Background: an optimization exercise with open tools, aiming at small area and a short achievable clock period. Do not read the settings as production practice. RTL that was checked went through simulation tests only; none was proved equivalent to the original. The clock input has no modelled driver; a real chip could not lean on it and would need a root buffer or a full tree. No activity file was given, so power comes from the tool's default toggle rates.

== run 1 ==
// edge_detection_top
module edge_detection_top #(
    parameter IMAGE_WIDTH = 128
)(
    input  wire        clk,
    input  wire        reset,
    input  wire [7:0]  image_data,
    input  wire        data_valid,
    output wire [7:0]  edge_output,
    output wire        edge_valid
);
Size in the first run: about 20 I/O pins, about 0.068 mm2 of cells after synthesis.
==> module sobel_core, before the edit <==
module sobel_core (
    input  wire        clk,
    input  wire        reset,
    input  wire [23:0] column,         
    input  wire [9:0]  column_ab,      
    input  wire        column_valid,
    input  wire        column_window,
    output reg  [7:0]  edge_magnitude,
    output reg         magnitude_valid
);
    wire [7:0] c = column[23:16];
    wire [7:0] a = column[7:0];
    reg        [9:0] u1;
    reg signed [8:0] d1;
    reg              v1, w1;
    always @(posedge clk) begin
        u1 <= column_ab + {2'b00, c};
        d1 <= $signed({1'b0, c}) - $signed({1'b0, a});
    end
    reg        [9:0]  uh0, uh1;    
    reg signed [8:0]  dh0;         
    reg signed [10:0] eh0;         
    reg signed [10:0] gx2, gy2;
    reg               w2;
    always @(posedge clk) begin
        if (v1) begin
            uh0 <= u1;  uh1 <= uh0;
            dh0 <= d1;  eh0 <= (d1 <<< 1) + dh0;
        end
        gx2 <= $signed({1'b0, u1}) - $signed({1'b0, uh1});
        gy2 <= d1 + eh0;
    end
    wire [10:0] gx_neg = -gx2;
    wire [10:0] gy_neg = -gy2;
    reg  [9:0]  ax3, ay3;
    reg         w3;
    always @(posedge clk) begin
        ax3 <= gx2[10] ? gx_neg[9:0] : gx2[9:0];
        ay3 <= gy2[10] ? gy_neg[9:0] : gy2[9:0];
    end
    reg  [10:0] s4;
    reg         w4;
    always @(posedge clk)
        s4 <= {1'b0, ax3} + {1'b0, ay3};
    always @(posedge clk)
        edge_magnitude <= s4[7:0] | {8{s4[10:8] != 3'd0}};
    always @(posedge clk or posedge reset) begin
        if (reset) begin
            v1 <= 1'b0; w1 <= 1'b0; w2 <= 1'b0; w3 <= 1'b0; w4 <= 1'b0;
        end else begin
            v1 <= column_valid;
            w1 <= column_window;
            w2 <= w1;
            w3 <= w2;
            w4 <= w3;
        end
    end
    always @(posedge clk)
        magnitude_valid <= w4;
endmodule
==> flow/config.mk <==
export PLATFORM = sky130hd
export DESIGN_NAME = edge_detection_top
export DESIGN_NICKNAME = edge_detection_top
export VERILOG_FILES = /design/flow/design.v
export SDC_FILE = /design/flow/constraint.sdc
export NUM_CORES = 4
export LEC_CHECK = 0
export CAP_MARGIN = 35
export CORE_MARGIN = 2
export CORE_UTILIZATION = 65
export CTS_CLUSTER_DIAMETER = 100
export CTS_CLUSTER_SIZE = 30
export SETUP_SLACK_MARGIN = 5
export SLEW_MARGIN = 30
==> flow/constraint.sdc <==
create_clock -name core_clock -period 7.5 [get_ports {clk}]
set_input_delay 1.5000 -clock core_clock [delete_from_list [all_inputs] [get_ports {clk}]]
set_output_delay 1.5000 -clock core_clock [all_outputs]
set_load 0.01 [all_outputs]
standard.sh (not shown) runs the stock make flow with config.mk's settings and CLKGATE_MAP_FILE= SYNTH_SCRIPT=/design/flow/synth_recipe.tcl, a recipe that flattens the netlist after the stock synthesis.
==> flow/flow/run.sh <==
#!/bin/bash
# The standard layout, except for the clock tree: CTS builds the leaf
# clusters without dummy loads, then flow/post_cts.tcl drives the leaves from
# four inverting roots on the clock port and makes the leaves inverting
# buffers (two levels instead of three). Ports are buffered with buf_2.
# make's output goes to make.log here; each ORFS step keeps its own log under
# orfs/logs.
set -euo pipefail
HERE=$(cd "$(dirname "${BASH_SOURCE[0]}")" && pwd)
export CTS_ARGS="-sink_clustering_enable -repair_clock_nets -dont_use_dummy_load -sink_clustering_size 22 -sink_clustering_max_diameter 60"
export BUFFER_PORTS_ARGS="-buffer_cell sky130_fd_sc_hd__buf_2"
export POST_CTS_TCL="$HERE/post_cts.tcl"
bash standard.sh > make.log 2>&1
Other scripts of this flow, unchanged in this note and not shown: flow/flow/post_cts.tcl, flow/flow/retree.tcl
Edits applied to the flow inputs when going from run 1 to run 2:
--- a/flow/design.v
+++ b/flow/design.v
@@ -71,43 +71,43 @@
     reg        [9:0]  uh0, uh1;    
     reg signed [8:0]  dh0;         
     reg signed [10:0] eh0;         
-    reg signed [10:0] gx2, gy2;
+    wire signed [10:0] gx = $signed({1'b0, u1}) - $signed({1'b0, uh1});
+    wire signed [10:0] gy = d1 + eh0;
+    reg        [9:0]  ox2, oy2;
+    reg               sx2, sy2;
     reg               w2;
     always @(posedge clk) begin
         if (v1) begin
             uh0 <= u1;  uh1 <= uh0;
             dh0 <= d1;  eh0 <= (d1 <<< 1) + dh0;
         end
-        gx2 <= $signed({1'b0, u1}) - $signed({1'b0, uh1});
-        gy2 <= d1 + eh0;
+        ox2 <= gx[9:0] ^ {10{gx[10]}};
+        oy2 <= gy[9:0] ^ {10{gy[10]}};
+        sx2 <= gx[10];
+        sy2 <= gy[10];
     end
-    wire [10:0] gx_neg = -gx2;
-    wire [10:0] gy_neg = -gy2;
-    reg  [9:0]  ax3, ay3;
+    wire [10:0] sum = {1'b0, ox2} + {1'b0, oy2} + {10'd0, sx2} + {10'd0, sy2};
+    reg  [7:0]  s3;
+    reg         big3;
     reg         w3;
     always @(posedge clk) begin
-        ax3 <= gx2[10] ? gx_neg[9:0] : gx2[9:0];
-        ay3 <= gy2[10] ? gy_neg[9:0] : gy2[9:0];
+        s3   <= sum[7:0];
+        big3 <= sum[10:8] != 3'd0;
     end
-    reg  [10:0] s4;
-    reg         w4;
     always @(posedge clk)
-        s4 <= {1'b0, ax3} + {1'b0, ay3};
-    always @(posedge clk)
-        edge_magnitude <= s4[7:0] | {8{s4[10:8] != 3'd0}};
+        edge_magnitude <= s3 | {8{big3}};
     always @(posedge clk or posedge reset) begin
         if (reset) begin
-            v1 <= 1'b0; w1 <= 1'b0; w2 <= 1'b0; w3 <= 1'b0; w4 <= 1'b0;
+            v1 <= 1'b0; w1 <= 1'b0; w2 <= 1'b0; w3 <= 1'b0;
         end else begin
             v1 <= column_valid;
             w1 <= column_window;
             w2 <= w1;
             w3 <= w2;
-            w4 <= w3;
         end
     end
     always @(posedge clk)
-        magnitude_valid <= w4;
+        magnitude_valid <= w3;
 endmodule
 module edge_detection_top #(
     parameter IMAGE_WIDTH = 128
==> results.txt <==
Run 2 finished every stage and its layout cleared the timing, DRC and antenna checks. Global-route wire length before repair on run 2 is ahead of run 1. Changes observed in run 2 relative to run 1: area fraction in compound gates after synthesis flat; first-pass iteration count of the detailed router flat; final core utilization flat. For fraction of the yosys area taken by sequential cells, run 2 and run 1 come out practically identical. Run 1 has a lower mean cell area of the mapped netlist than run 2. When the final numbers for run 2 and run 1 were put side by side, the highest cell delay on the worst timing path turned out to be greater in run 2. Run 2 vs run 1, library cell contributing the largest single delay on the critical path: edfxtp_1 vs dfxtp_1. A launching instance or port of the critical path of sobel_core_inst.eh0[0]$_DFFE_PP_ is what run 2 shows, while sobel_core_inst.edge_magnitude[1]$_DFF_P_ belongs to run 1. For run 2, the worst setup path endpoint was sobel_core_inst.oy2[1]$_DFF_P_, unlike run 1, where it was edge_output[1]. From run 1 to run 2 the numbers moved as follows: design area went down by 0.46%; arrival time reported for the critical path endpoint went up by 1850 ps.
Function not checked in run 2: the RTL went through the layout flow alone. In every run of this note, the design's own scripts or RTL, not TritonCTS, make the clock network.


Setup of exp/yarrow:
The RTL this note starts from:
==> flow/design.v <==
module image_buffer #(
    parameter IMAGE_WIDTH = 128
)(
    input  wire        clk,
    input  wire        reset,
    input  wire [7:0]  pixel_in,
    input  wire        pixel_valid,
    output wire [23:0] column,
    output wire [9:0]  column_ab,      
    output wire        column_valid,   
    output wire        column_window   
);
    localparam N = 2 * IMAGE_WIDTH;
    reg  [7:0]     pix_r;
    reg            pix_v;
    reg            shift;    
    reg  [8*N-1:0] chain;    
    reg  [9:0]     ab_r;     
    reg  [6:0]     x_count;
    reg  [1:0]     y_count;  
    always @(posedge clk) begin
        pix_r <= pixel_in;
        shift <= pixel_valid;
    end
    always @(posedge clk or posedge reset) begin
        if (reset)
            pix_v <= 1'b0;
        else
            pix_v <= pixel_valid;
    end
    always @(posedge clk) begin
        if (shift) begin
            chain <= {chain[8*N-9:0], pix_r};
            ab_r  <= {2'b00, chain[8*(N-2) +: 8]} + {1'b0, chain[8*(IMAGE_WIDTH-2) +: 8], 1'b0};
        end
    end
    always @(posedge clk or posedge reset) begin
        if (reset) begin
            x_count <= 7'd0;
            y_count <= 2'd0;
        end else if (pix_v) begin
            x_count <= x_count + 7'd1;
            if (x_count == 7'd127 && !y_count[1])
                y_count <= y_count + 2'd1;
        end
    end
    assign column        = {pix_r, chain[8*(IMAGE_WIDTH-1) +: 8], chain[8*(N-1) +: 8]};
    assign column_ab     = ab_r;
    assign column_valid  = pix_v;
    assign column_window = pix_v && y_count[1] && (x_count[6:1] != 6'd0);
endmodule
module sobel_core (
    input  wire        clk,
    input  wire        reset,
    input  wire [23:0] column,         
    input  wire [9:0]  column_ab,      
    input  wire        column_valid,
    input  wire        column_window,
    output reg  [7:0]  edge_magnitude,
    output reg         magnitude_valid
);
    wire [7:0] c = column[23:16];
    wire [7:0] a = column[7:0];
    reg        [9:0] u1;
    reg signed [8:0] d1;
    reg              v1, w1;
    always @(posedge clk) begin
        u1 <= column_ab + {2'b00, c};
        d1 <= $signed({1'b0, c}) - $signed({1'b0, a});
    end
    reg        [9:0]  uh0, uh1;    
    reg signed [8:0]  dh0;         
    reg signed [10:0] eh0;         
    wire signed [10:0] gx = $signed({1'b0, u1}) - $signed({1'b0, uh1});
    wire signed [10:0] gy = d1 + eh0;
    reg        [9:0]  ox2, oy2;
    reg               sx2, sy2;
    reg               w2;
    always @(posedge clk) begin
        if (v1) begin
            uh0 <= u1;  uh1 <= uh0;
            dh0 <= d1;  eh0 <= (d1 <<< 1) + dh0;
        end
        ox2 <= gx[9:0] ^ {10{gx[10]}};
        oy2 <= gy[9:0] ^ {10{gy[10]}};
        sx2 <= gx[10];
        sy2 <= gy[10];
    end
    reg  [10:0] s3;
    reg         w3;
    always @(posedge clk)
        s3 <= {1'b0, ox2} + {1'b0, oy2} + {10'd0, sx2} + {10'd0, sy2};
    always @(posedge clk)
        edge_magnitude <= s3[7:0] | {8{s3[10:8] != 3'd0}};
    always @(posedge clk or posedge reset) begin
        if (reset) begin
            v1 <= 1'b0; w1 <= 1'b0; w2 <= 1'b0; w3 <= 1'b0;
        end else begin
            v1 <= column_valid;
            w1 <= column_window;
            w2 <= w1;
            w3 <= w2;
        end
    end
    always @(posedge clk)
        magnitude_valid <= w3;
endmodule
module edge_detection_top #(
    parameter IMAGE_WIDTH = 128
)(
    input  wire        clk,
    input  wire        reset,
    input  wire [7:0]  image_data,
    input  wire        data_valid,
    output wire [7:0]  edge_output,
    output wire        edge_valid
);
    wire [23:0] column;
    wire [9:0]  column_ab;
    wire        column_valid, column_window;
    image_buffer #(
        .IMAGE_WIDTH(IMAGE_WIDTH)
    ) image_buffer_inst (
        .clk(clk),
        .reset(reset),
        .pixel_in(image_data),
        .pixel_valid(data_valid),
        .column(column),
        .column_ab(column_ab),
        .column_valid(column_valid),
        .column_window(column_window)
    );
    sobel_core sobel_core_inst (
        .clk(clk),
        .reset(reset),
        .column(column),
        .column_ab(column_ab),
        .column_valid(column_valid),
        .column_window(column_window),
        .edge_magnitude(edge_output),
        .magnitude_valid(edge_valid)
    );
endmodule
==> flow/config.mk <==
export PLATFORM = sky130hd
export DESIGN_NAME = edge_detection_top
export DESIGN_NICKNAME = edge_detection_top
export VERILOG_FILES = /design/flow/design.v
export SDC_FILE = /design/flow/constraint.sdc
export NUM_CORES = 4
export LEC_CHECK = 0
export CAP_MARGIN = 35
export CORE_MARGIN = 2
export CORE_UTILIZATION = 65
export CTS_CLUSTER_DIAMETER = 100
export CTS_CLUSTER_SIZE = 30
export SETUP_SLACK_MARGIN = 5
export SLEW_MARGIN = 30
==> flow/constraint.sdc <==
create_clock -name core_clock -period 7.5 [get_ports {clk}]
set_input_delay 1.5000 -clock core_clock [delete_from_list [all_inputs] [get_ports {clk}]]
set_output_delay 1.5000 -clock core_clock [all_outputs]
set_load 0.01 [all_outputs]
Scripts as last shown in full above: flow/flow/run.sh
Other scripts of this flow, unchanged in this note and not shown: flow/flow/post_cts.tcl, flow/flow/retree.tcl
The following lists how exp/amber was set up differently from exp/yarrow:
diff --git a/flow/design.v b/flow/design.v
--- a/flow/design.v
+++ b/flow/design.v
@@ -68,45 +68,58 @@
         u1 <= column_ab + {2'b00, c};
         d1 <= $signed({1'b0, c}) - $signed({1'b0, a});
     end
     reg        [9:0]  uh0, uh1;    
     reg signed [8:0]  dh0;         
     reg signed [10:0] eh0;         
-    wire signed [10:0] gx = $signed({1'b0, u1}) - $signed({1'b0, uh1});
-    wire signed [10:0] gy = d1 + eh0;
-    reg        [9:0]  ox2, oy2;
-    reg               sx2, sy2;
+    reg signed [10:0] gx2, gy2;
     reg               w2;
     always @(posedge clk) begin
         if (v1) begin
             uh0 <= u1;  uh1 <= uh0;
             dh0 <= d1;  eh0 <= (d1 <<< 1) + dh0;
         end
-        ox2 <= gx[9:0] ^ {10{gx[10]}};
-        oy2 <= gy[9:0] ^ {10{gy[10]}};
-        sx2 <= gx[10];
-        sy2 <= gy[10];
+        gx2 <= $signed({1'b0, u1}) - $signed({1'b0, uh1});
+        gy2 <= d1 + eh0;
     end
-    reg  [10:0] s3;
+    wire [10:0] gx_neg = -gx2;
+    wire [10:0] gy_neg = -gy2;
+    wire [9:0]  ax = gx2[10] ? gx_neg[9:0] : gx2[9:0];
+    wire [9:0]  ay = gy2[10] ? gy_neg[9:0] : gy2[9:0];
+    reg  [7:0]  ax3, ay3;
+    reg         bx3, by3;
     reg         w3;
+    always @(posedge clk) begin
+        ax3 <= ax[7:0];
+        ay3 <= ay[7:0];
+        bx3 <= ax[9:8] != 2'd0;
+        by3 <= ay[9:8] != 2'd0;
+    end
+    wire [8:0]  sum = {1'b0, ax3} + {1'b0, ay3};
+    reg  [7:0]  s4;
+    reg         big4;
+    reg         w4;
+    always @(posedge clk) begin
+        s4   <= sum[7:0];
+        big4 <= bx3 | by3 | sum[8];
+    end
     always @(posedge clk)
-        s3 <= {1'b0, ox2} + {1'b0, oy2} + {10'd0, sx2} + {10'd0, sy2};
-    always @(posedge clk)
-        edge_magnitude <= s3[7:0] | {8{s3[10:8] != 3'd0}};
+        edge_magnitude <= s4 | {8{big4}};
     always @(posedge clk or posedge reset) begin
         if (reset) begin
-            v1 <= 1'b0; w1 <= 1'b0; w2 <= 1'b0; w3 <= 1'b0;
+            v1 <= 1'b0; w1 <= 1'b0; w2 <= 1'b0; w3 <= 1'b0; w4 <= 1'b0;
         end else begin
             v1 <= column_valid;
             w1 <= column_window;
             w2 <= w1;
             w3 <= w2;
+            w4 <= w3;
         end
     end
     always @(posedge clk)
-        magnitude_valid <= w3;
+        magnitude_valid <= w4;
 endmodule
 module edge_detection_top #(
     parameter IMAGE_WIDTH = 128
 )(
     input  wire        clk,
     input  wire        reset,
### Flow results
In the metrics for exp/yarrow and exp/amber, the one carrying the lower final estimated routing congestion in global placement is exp/yarrow.
Lower number of logic inverters in the finished layout was reported by exp/yarrow, not exp/amber.
On proportion of cell area occupied by registers, the lower figure sits with exp/yarrow, not exp/amber.
Comparing total inserted antenna cells for exp/yarrow and exp/amber, the bigger number came from exp/yarrow.
In exp/amber the clock period minus final worst setup slack turned out 350 ps lower than in exp/yarrow.
Pin count of the biggest net entering global routing is lower on exp/yarrow
NOTE first-iteration DRC count exp/yarrow->exp/amber increased by a few percent
Going from exp/yarrow to exp/amber, reported clock group power grew slightly.
Only the layout flow was run in exp/yarrow; the RTL was not checked for function there. No run of this note takes its clock network from TritonCTS; it comes from the design's own scripts or RTL.


Another version of the RTL of edge_detection_top (not shown whole).
For scale: roughly 2500 cells after synthesis, ~2200 flip-flops, ~67000 um^2 of cells after synthesis.
==> module sobel_core, before the edit <==
module sobel_core (
    input  wire        clk,
    input  wire        reset,
    input  wire [23:0] column,         
    input  wire        column_valid,
    input  wire        column_window,
    output reg  [7:0]  edge_magnitude,
    output reg         magnitude_valid
);
    wire [7:0] c = column[23:16];
    wire [7:0] b = column[15:8];
    wire [7:0] a = column[7:0];
    reg        [9:0] u1;
    reg signed [8:0] d1;
    reg              v1, w1;
    always @(posedge clk) begin
        u1 <= {2'b00, a} + {1'b0, b, 1'b0} + {2'b00, c};
        d1 <= $signed({1'b0, c}) - $signed({1'b0, a});
    end
    reg        [9:0]  uh0, uh1;
    reg signed [8:0]  dh0, dh1;
    reg signed [10:0] gx2, gy2;
    reg               w2;
    always @(posedge clk) begin
        if (v1) begin
            uh0 <= u1;  uh1 <= uh0;
            dh0 <= d1;  dh1 <= dh0;
        end
        gx2 <= $signed({1'b0, u1}) - $signed({1'b0, uh1});
        gy2 <= d1 + (dh0 <<< 1) + dh1;
    end
    wire [10:0] ax = gx2[10] ? -gx2 : gx2;
    wire [10:0] ay = gy2[10] ? -gy2 : gy2;
    reg  [11:0] s3;
    reg         w3;
    always @(posedge clk)
        s3 <= {1'b0, ax} + {1'b0, ay};
    always @(posedge clk)
        edge_magnitude <= (s3[11:8] != 4'd0) ? 8'hff : s3[7:0];
    always @(posedge clk or posedge reset) begin
        if (reset) begin
            v1 <= 1'b0; w1 <= 1'b0; w2 <= 1'b0; w3 <= 1'b0;
            magnitude_valid <= 1'b0;
        end else begin
            v1 <= column_valid;
            w1 <= column_window;
            w2 <= w1;
            w3 <= w2;
            magnitude_valid <= w3;
        end
    end
endmodule
Settings: LEC_CHECK=0, CAP_MARGIN=35, CORE_MARGIN=2, CORE_UTILIZATION=65, SETUP_SLACK_MARGIN=5, SLEW_MARGIN=30; clock period 7.5 ns.
run.sh (not shown) runs the stock make flow with config.mk's settings and CLKGATE_MAP_FILE= SYNTH_SCRIPT=/design/flow/synth_recipe.tcl, a recipe that flattens the netlist after the stock synthesis.
Stock flow here: none of the scripts above is used.
The baseline went through all stages and came out clean.
Change:
--- a/flow/design.v
+++ b/flow/design.v
@@ -69,30 +69,41 @@
             uh0 <= u1;  uh1 <= uh0;
             dh0 <= d1;  dh1 <= dh0;
         end
         gx2 <= $signed({1'b0, u1}) - $signed({1'b0, uh1});
         gy2 <= d1 + (dh0 <<< 1) + dh1;
     end
-    wire [10:0] ax = gx2[10] ? -gx2 : gx2;
-    wire [10:0] ay = gy2[10] ? -gy2 : gy2;
-    reg  [11:0] s3;
+    wire [10:0] gx_neg = -gx2;
+    wire [10:0] gy_neg = -gy2;
+    reg  [9:0]  ax3, ay3;
     reg         w3;
+    always @(posedge clk) begin
+        ax3 <= gx2[10] ? gx_neg[9:0] : gx2[9:0];
+        ay3 <= gy2[10] ? gy_neg[9:0] : gy2[9:0];
+    end
+    wire [10:0] sum = {1'b0, ax3} + {1'b0, ay3};
+    reg  [7:0]  s4;
+    reg         big4;
+    reg         w4;
+    always @(posedge clk) begin
+        s4   <= sum[7:0];
+        big4 <= sum[10:8] != 3'd0;
+    end
     always @(posedge clk)
-        s3 <= {1'b0, ax} + {1'b0, ay};
-    always @(posedge clk)
-        edge_magnitude <= (s3[11:8] != 4'd0) ? 8'hff : s3[7:0];
+        edge_magnitude <= s4 | {8{big4}};
     always @(posedge clk or posedge reset) begin
         if (reset) begin
-            v1 <= 1'b0; w1 <= 1'b0; w2 <= 1'b0; w3 <= 1'b0;
+            v1 <= 1'b0; w1 <= 1'b0; w2 <= 1'b0; w3 <= 1'b0; w4 <= 1'b0;
             magnitude_valid <= 1'b0;
         end else begin
             v1 <= column_valid;
             w1 <= column_window;
             w2 <= w1;
             w3 <= w2;
-            magnitude_valid <= w3;
+            w4 <= w3;
+            magnitude_valid <= w4;
         end
     end
 endmodule
 module edge_detection_top #(
     parameter IMAGE_WIDTH = 128
 )(
- The new run completed with no timing, DRC or antenna violations
- combinational power went down by well over a third
- maximum frequency falls slightly
- critical path depth is unchanged
- first-iteration DRC count is lower slightly
- synthesized area rises slightly
- via count hardly moves
- worst hold slack improved by 0.012 ns
- routed wire length went up slightly
- total power went down by a few percent
- design area stays flat
- die area rises slightly
- cell count is about the same
- sequential cell count came out higher by 17
- clock-buffer cell count grows by 3
No functional check of the RTL was part of any run of this note.

[port drivers added, routing unchanged]
The results above use ideal ports. As a check the final layouts listed here were re-extracted and re-timed, cells and wires unchanged.
Step 1: set_driving_cell puts a clkbuf_16 on clk and a buf_2 on each other input, an assumption about the parent block.
Step 2 times the ports against the registers' clock, not the clock port: input delays grow and output delays shrink by t, the midpoint of the rising clock arrivals with the driver on.
Slacks: no drivers / after step 1 / after step 2; pairs: no drivers / after step 1.
run	shift t [ns]	setup slack, ns	latest minus earliest clock arrival (ns)	slew at the worst register clock pin (ns)
run 1	0.551	5.214 / 4.964 / 5.255	0.074 / 0.074	0.12 / 0.12
run 2	0.558	5.097 / 4.924 / 5.097	0.048 / 0.049	0.12 / 0.12
exp/yarrow	0.565	4.869 / 4.869 / 4.869	0.043 / 0.043	0.12 / 0.12
exp/amber	0.551	5.222 / 4.974 / 5.315	0.066 / 0.068	0.12 / 0.12
the first run of note 3	0.831	4.759 / 4.693 / 4.777	0.027 / 0.027	0.07 / 0.07
the second run of note 3	0.825	4.741 / 4.677 / 5.115	0.024 / 0.025	0.08 / 0.08
After both steps every run listed still meets setup and hold.
